Source: an optimization exercise on an open RTL-to-GDS flow (aim: small area). Production flows keep margins and buffers that such runs may drop.
In this exercise RTL edits were held to simulation tests only and were not proved equivalent to the original.
No driver is modelled on the clock port, so clocking that relies on it looks cheaper here than on a real chip.
Power is estimated from default activity; no workload was simulated.

## run 1
==> flow/design.v (excerpt) <==
module tensor_interface(
    input               clock,
    input               reset_n,
    input [106:0]       config_in_tdata,
    input               config_in_tvalid,
    output              config_in_tready,
    output [15:0]       ar_addr,
    output reg          ar_valid,
    input               ar_ready,
    input [31:0]        r_data,
    input               r_last,
    input               r_valid,
    output              r_ready,
    output [15:0]       aw_addr,
    output reg          aw_valid,
    input               aw_ready,
    output [31:0]       w_data,
    output              w_last,
    output reg          w_valid,
    input               w_ready,
    input               b_resp,
    input               b_valid,
    output              b_ready,
    output reg [31:0]   out_data,
    output reg          out_last,
    output reg          out_valid,
    input               out_ready
);
clock: 6.0 ns
lec_check: 0
cap_margin: 20
core_margin: 2
core_utilization: 40
slew_margin: 20
standard.sh (not shown) runs the stock make flow with config.mk's settings and CLKGATE_MAP_FILE= SYNTH_SCRIPT=/design/flow/synth_recipe.tcl, a recipe that flattens the netlist after the stock synthesis.
==> flow/flow/run.sh <==
#!/bin/bash
# The standard ORFS layout (standard.sh, the standard flow's own synthesis and steps),
# with changes to the cells the flow picks:
#  - the port buffers are sky130_fd_sc_hd__buf_1 (buffer_ports -buffer_cell)
#    instead of the delay-cell buffer buffer_ports picks by itself;
#  - clock tree synthesis builds from clkbuf_4 and adds no dummy loads;
#    after it, fix_clk.tcl makes the leaf clock buffers with many sinks
#    clkbuf_8 so that the flip-flop clock pins keep a low slew.
# Each run's full output goes to a log here (cts.log, fix_clk.log,
# finish.log); ORFS also keeps its per-step logs under orfs/logs.
set -euo pipefail
export BUFFER_PORTS_ARGS="-buffer_cell sky130_fd_sc_hd__buf_1"
export CTS_ARGS="-sink_clustering_enable -repair_clock_nets -dont_use_dummy_load -buf_list sky130_fd_sc_hd__clkbuf_4"
bash standard.sh cts > cts.log 2>&1
RESULTS=orfs/results/sky130hd/tensor_interface/base \
  openroad -no_init -exit flow/fix_clk.tcl > fix_clk.log 2>&1
bash standard.sh > finish.log 2>&1
==> flow/flow/fix_clk.tcl <==
# After clock tree synthesis:
#  1. make every clkbuf_4 that drives 11 or more clock sinks a clkbuf_8, so
#     that the flip-flop clock pins keep a low slew;
#  2. try each logic cell and buffer (not the port buffers, ties or clock
#     cells) in its smaller drive strengths, and keep a smaller cell only
#     when timing still has margin and there is no slew or capacitance
#     violation;
# then legalize the placement again.
set results $::env(RESULTS)
set platform $::env(FLOW_HOME)/platforms/sky130hd
read_liberty $platform/lib/sky130_fd_sc_hd__tt_025C_1v80.lib
read_db $results/4_cts.odb
read_sdc $results/4_cts.sdc
source $platform/setRC.tcl
set_propagated_clock [all_clocks]
set db [ord::get_db]
set block [ord::get_db_block]

foreach inst [$block getInsts] {
  if {[[$inst getMaster] getName] ne "sky130_fd_sc_hd__clkbuf_4"} { continue }
  set net [[$inst findITerm X] getNet]
  set n [expr {[llength [$net getITerms]] - 1}]
  if {$n >= 11} {
    puts "upsize [$inst getName] ($n sinks)"
    replace_cell [get_cells [$inst getName]] sky130_fd_sc_hd__clkbuf_8
  }
}

estimate_parasitics -placement
proc ok {} {
  return [expr {[sta::max_slew_violation_count] == 0
                && [sta::max_capacitance_violation_count] == 0
                && [sta::worst_slack_cmd max] > 0.4e-9}]
}
puts "before: slack [sta::worst_slack_cmd max] slew [sta::max_slew_violation_count] cap [sta::max_capacitance_violation_count] ok [ok]"
# smaller drive strengths of each cell, by cell name without its _N suffix
set smaller_of [dict create]
foreach lib [$db getLibs] {
  foreach m [$lib getMasters] {
    if {[regexp {^(.*)_(\d+)$} [$m getName] -> base num]} {
      dict lappend smaller_of $base [list $num [$m getName]]
    }
  }
}
foreach inst [$block getInsts] {
  set name [$inst getName]
  set master [[$inst getMaster] getName]
  if {[regexp {^(input|output)} $name]} { continue }
  if {[regexp {clkbuf|clkinv|conb|tap|fill|decap|__df|__edf} $master]} { continue }
  if {![regexp {^(.*)_(\d+)$} $master -> base num]} { continue }
  set tries {}
  foreach c [lsort -integer -index 0 [dict get $smaller_of $base]] {
    if {[lindex $c 0] < $num && [get_lib_cells -quiet [lindex $c 1]] ne ""} {
      lappend tries [lindex $c 1]
    }
  }
  foreach small $tries {
    replace_cell [get_cells $name] $small
    estimate_parasitics -placement
    if {[ok]} {
      puts "downsize $name from $master to $small"
      break
    }
    replace_cell [get_cells $name] $master
    estimate_parasitics -placement
  }
}
puts "after: slack [sta::worst_slack_cmd max] ok [ok]"
detailed_placement
check_placement -verbose
write_db $results/4_cts.odb
The flow did not stop early for run 1: all stages ran, and the layout cleared the timing, design-rule and antenna checks.
Relative to run 1, the following input files were edited for run 2:
==> flow/flow/fix_clk.tcl <==
# After clock tree synthesis:
#  1. make every clkbuf_4 that drives 11 or more clock sinks a clkbuf_8, so
#     that the flip-flop clock pins keep a low slew;
#  2. try each buf_4 that placement's repair inserted as a buf_2 or buf_1,
#     and keep the smaller cell only when timing still has margin and there
#     is no slew or capacitance violation;
# then legalize the placement again.
set results $::env(RESULTS)
set platform $::env(FLOW_HOME)/platforms/sky130hd
read_liberty $platform/lib/sky130_fd_sc_hd__tt_025C_1v80.lib
read_db $results/4_cts.odb
read_sdc $results/4_cts.sdc
source $platform/setRC.tcl
set_propagated_clock [all_clocks]
set db [ord::get_db]
set block [ord::get_db_block]

foreach inst [$block getInsts] {
  if {[[$inst getMaster] getName] ne "sky130_fd_sc_hd__clkbuf_4"} { continue }
  set net [[$inst findITerm X] getNet]
  set n [expr {[llength [$net getITerms]] - 1}]
  if {$n >= 11} {
    puts "upsize [$inst getName] ($n sinks)"
    replace_cell [get_cells [$inst getName]] sky130_fd_sc_hd__clkbuf_8
  }
}

estimate_parasitics -placement
proc ok {} {
  return [expr {[sta::max_slew_violation_count] == 0
                && [sta::max_capacitance_violation_count] == 0
                && [sta::worst_slack_cmd max] > 0.4}]
}
puts "before: slack [sta::worst_slack_cmd max] ok [ok]"
foreach inst [$block getInsts] {
  if {[[$inst getMaster] getName] ne "sky130_fd_sc_hd__buf_4"} { continue }
  set name [$inst getName]
  foreach small {sky130_fd_sc_hd__buf_1 sky130_fd_sc_hd__buf_2} {
    replace_cell [get_cells $name] $small
    estimate_parasitics -placement
    if {[ok]} {
      puts "downsize $name to $small"
      break
    }
    replace_cell [get_cells $name] sky130_fd_sc_hd__buf_4
    estimate_parasitics -placement
  }
}
puts "after: slack [sta::worst_slack_cmd max] ok [ok]"
detailed_placement
check_placement -verbose
write_db $results/4_cts.odb
### Flow results
Run 2: all stages complete, timing, DRC and antenna checks passed
In run 2, the sequential share of layout area came out 0.48 points below the value in run 1.
On via count, run 1 tracks run 2 almost exactly.
Of run 2 and run 1, run 1 shows the lower footprint of the multi-input gates, with run 2 above it.
Delta(internal power of the cells, run 2 - run 1) > 0
Going from run 1 to run 2, least setup slack across all paths after layout went up, total power after layout went up, utilization of the core after routing went up, share of final-layout standard cells stronger than drive strength 1 went up, wire length did not really move.
Relative to run 2, the following input files were edited for run 3:
diff --git a/flow/flow/fix_clk.tcl b/flow/flow/fix_clk.tcl
--- a/flow/flow/fix_clk.tcl
+++ b/flow/flow/fix_clk.tcl
@@ -30,7 +30,7 @@
   return [expr {[sta::max_slew_violation_count] == 0
                 && [sta::max_capacitance_violation_count] == 0
-                && [sta::worst_slack_cmd max] > 0.4}]
+                && [sta::worst_slack_cmd max] > 0.4e-9}]
 }
-puts "before: slack [sta::worst_slack_cmd max] ok [ok]"
+puts "before: slack [sta::worst_slack_cmd max] slew [sta::max_slew_violation_count] cap [sta::max_capacitance_violation_count] ok [ok]"
 foreach inst [$block getInsts] {
   if {[[$inst getMaster] getName] ne "sky130_fd_sc_hd__buf_4"} { continue }
Results
Run 3 against run 2: final standard cell utilization of the core saw a decrease; power dissipated in the clock network held; critical path depth went up by 1; simple-gate share of the synthesized area essentially unchanged.
Summary of run 3 over run 2: achievable clock frequency saw a decrease; cell-internal power dropped 0.60%; gate count of the mapped netlist ~0 delta; first-pass GRT wire length stayed essentially flat; fraction of power consumed by the clock network essentially unchanged.
| wire length | run 2 vs run 3 | ≈ equal |
The inputs of run 4 differ from those of run 3 as listed below.
diff --git a/flow/flow/run.sh b/flow/flow/run.sh
--- a/flow/flow/run.sh
+++ b/flow/flow/run.sh
@@ -13,5 +13,5 @@
 export CTS_ARGS="-sink_clustering_enable -repair_clock_nets -dont_use_dummy_load -buf_list sky130_fd_sc_hd__clkbuf_4"
 bash standard.sh cts > cts.log 2>&1
-RESULTS=orfs/results/sky130hd/tensor_interface/base \
+RESULTS=orfs/results/sky130hd/tensor_interface/base RESULTS_DIR=orfs/results/sky130hd/tensor_interface/base \
   openroad -no_init -exit flow/fix_clk.tcl > fix_clk.log 2>&1
 bash standard.sh > finish.log 2>&1
==> flow/flow/fix_clk.tcl <==
# Make every clkbuf_4 that drives 11 or more clock sinks a clkbuf_8, then
# legalize the placement again.
set odb $::env(RESULTS)/4_cts.odb
read_db $odb
set db [ord::get_db]
set block [ord::get_db_block]
set big [$db findMaster sky130_fd_sc_hd__clkbuf_8]
foreach inst [$block getInsts] {
  if {[[$inst getMaster] getName] ne "sky130_fd_sc_hd__clkbuf_4"} { continue }
  set net [[$inst findITerm X] getNet]
  set n [expr {[llength [$net getITerms]] - 1}]
  if {$n >= 11} {
    puts "upsize [$inst getName] ($n sinks)"
    $inst swapMaster $big
  }
}
detailed_placement
check_placement -verbose
write_db $odb
Findings:
Every stage of the flow completed for run 4, and the final layout passed the timing, design-rule and antenna checks.
[compare] base=run 3 new=run 4: fraction of standard cell area in multi-input logic fell 0.28 points, post-route fraction of the period consumed by the critical path fell 6.1 points, design area rose 43 µm², measured slew at the worst slew-check pin rose 0.015 ns.
From run 3 to run 4 the numbers moved as follows: worst hold slack neither gained nor lost much; leakage power of the design picked up an extra 1.9%; post-route total power picked up an extra 0.39%; logic gate share of total power picked up an extra 0.3 points.
Relative contribution of the clock network to total power delta (run 3 -> run 4): insignificant
Critical path start-end classification: input port to flop -> run 4, flop to flop -> run 3
Run 4 -> run 3: routed wire length flat

==> afterwards: timing with drivers on the ports <==
How much do the figures lean on ideal ports? The routed layouts below were timed once more, with nothing changed but the port constraints. Step 1 sets driving cells, clkbuf_16 on the clock port and buf_2 on the other inputs (assumed; they add their load-dependent delay and slew). Step 2 adds t to the input delays and takes it off the output delays; t is the mean of the earliest and latest rising clock arrival at the registers after step 1. Input paths then give back, and output paths get back, about the clock's delay inside the block. Slacks: no drivers / after step 1 / after step 2; pairs: no drivers / after step 1.
run	t (ns)	setup WS [ns]	worst slew at a driven data input, ns
run 1	0.441	0.469 / 0.456 / 0.015	0.06
run 2	0.443	0.822 / 0.809 / 0.366	0.06
run 3	0.441	0.459 / 0.459 / 0.112	0.06
run 4	0.443	0.822 / 0.809 / 0.366	0.06
After both steps every run listed still meets setup and hold.
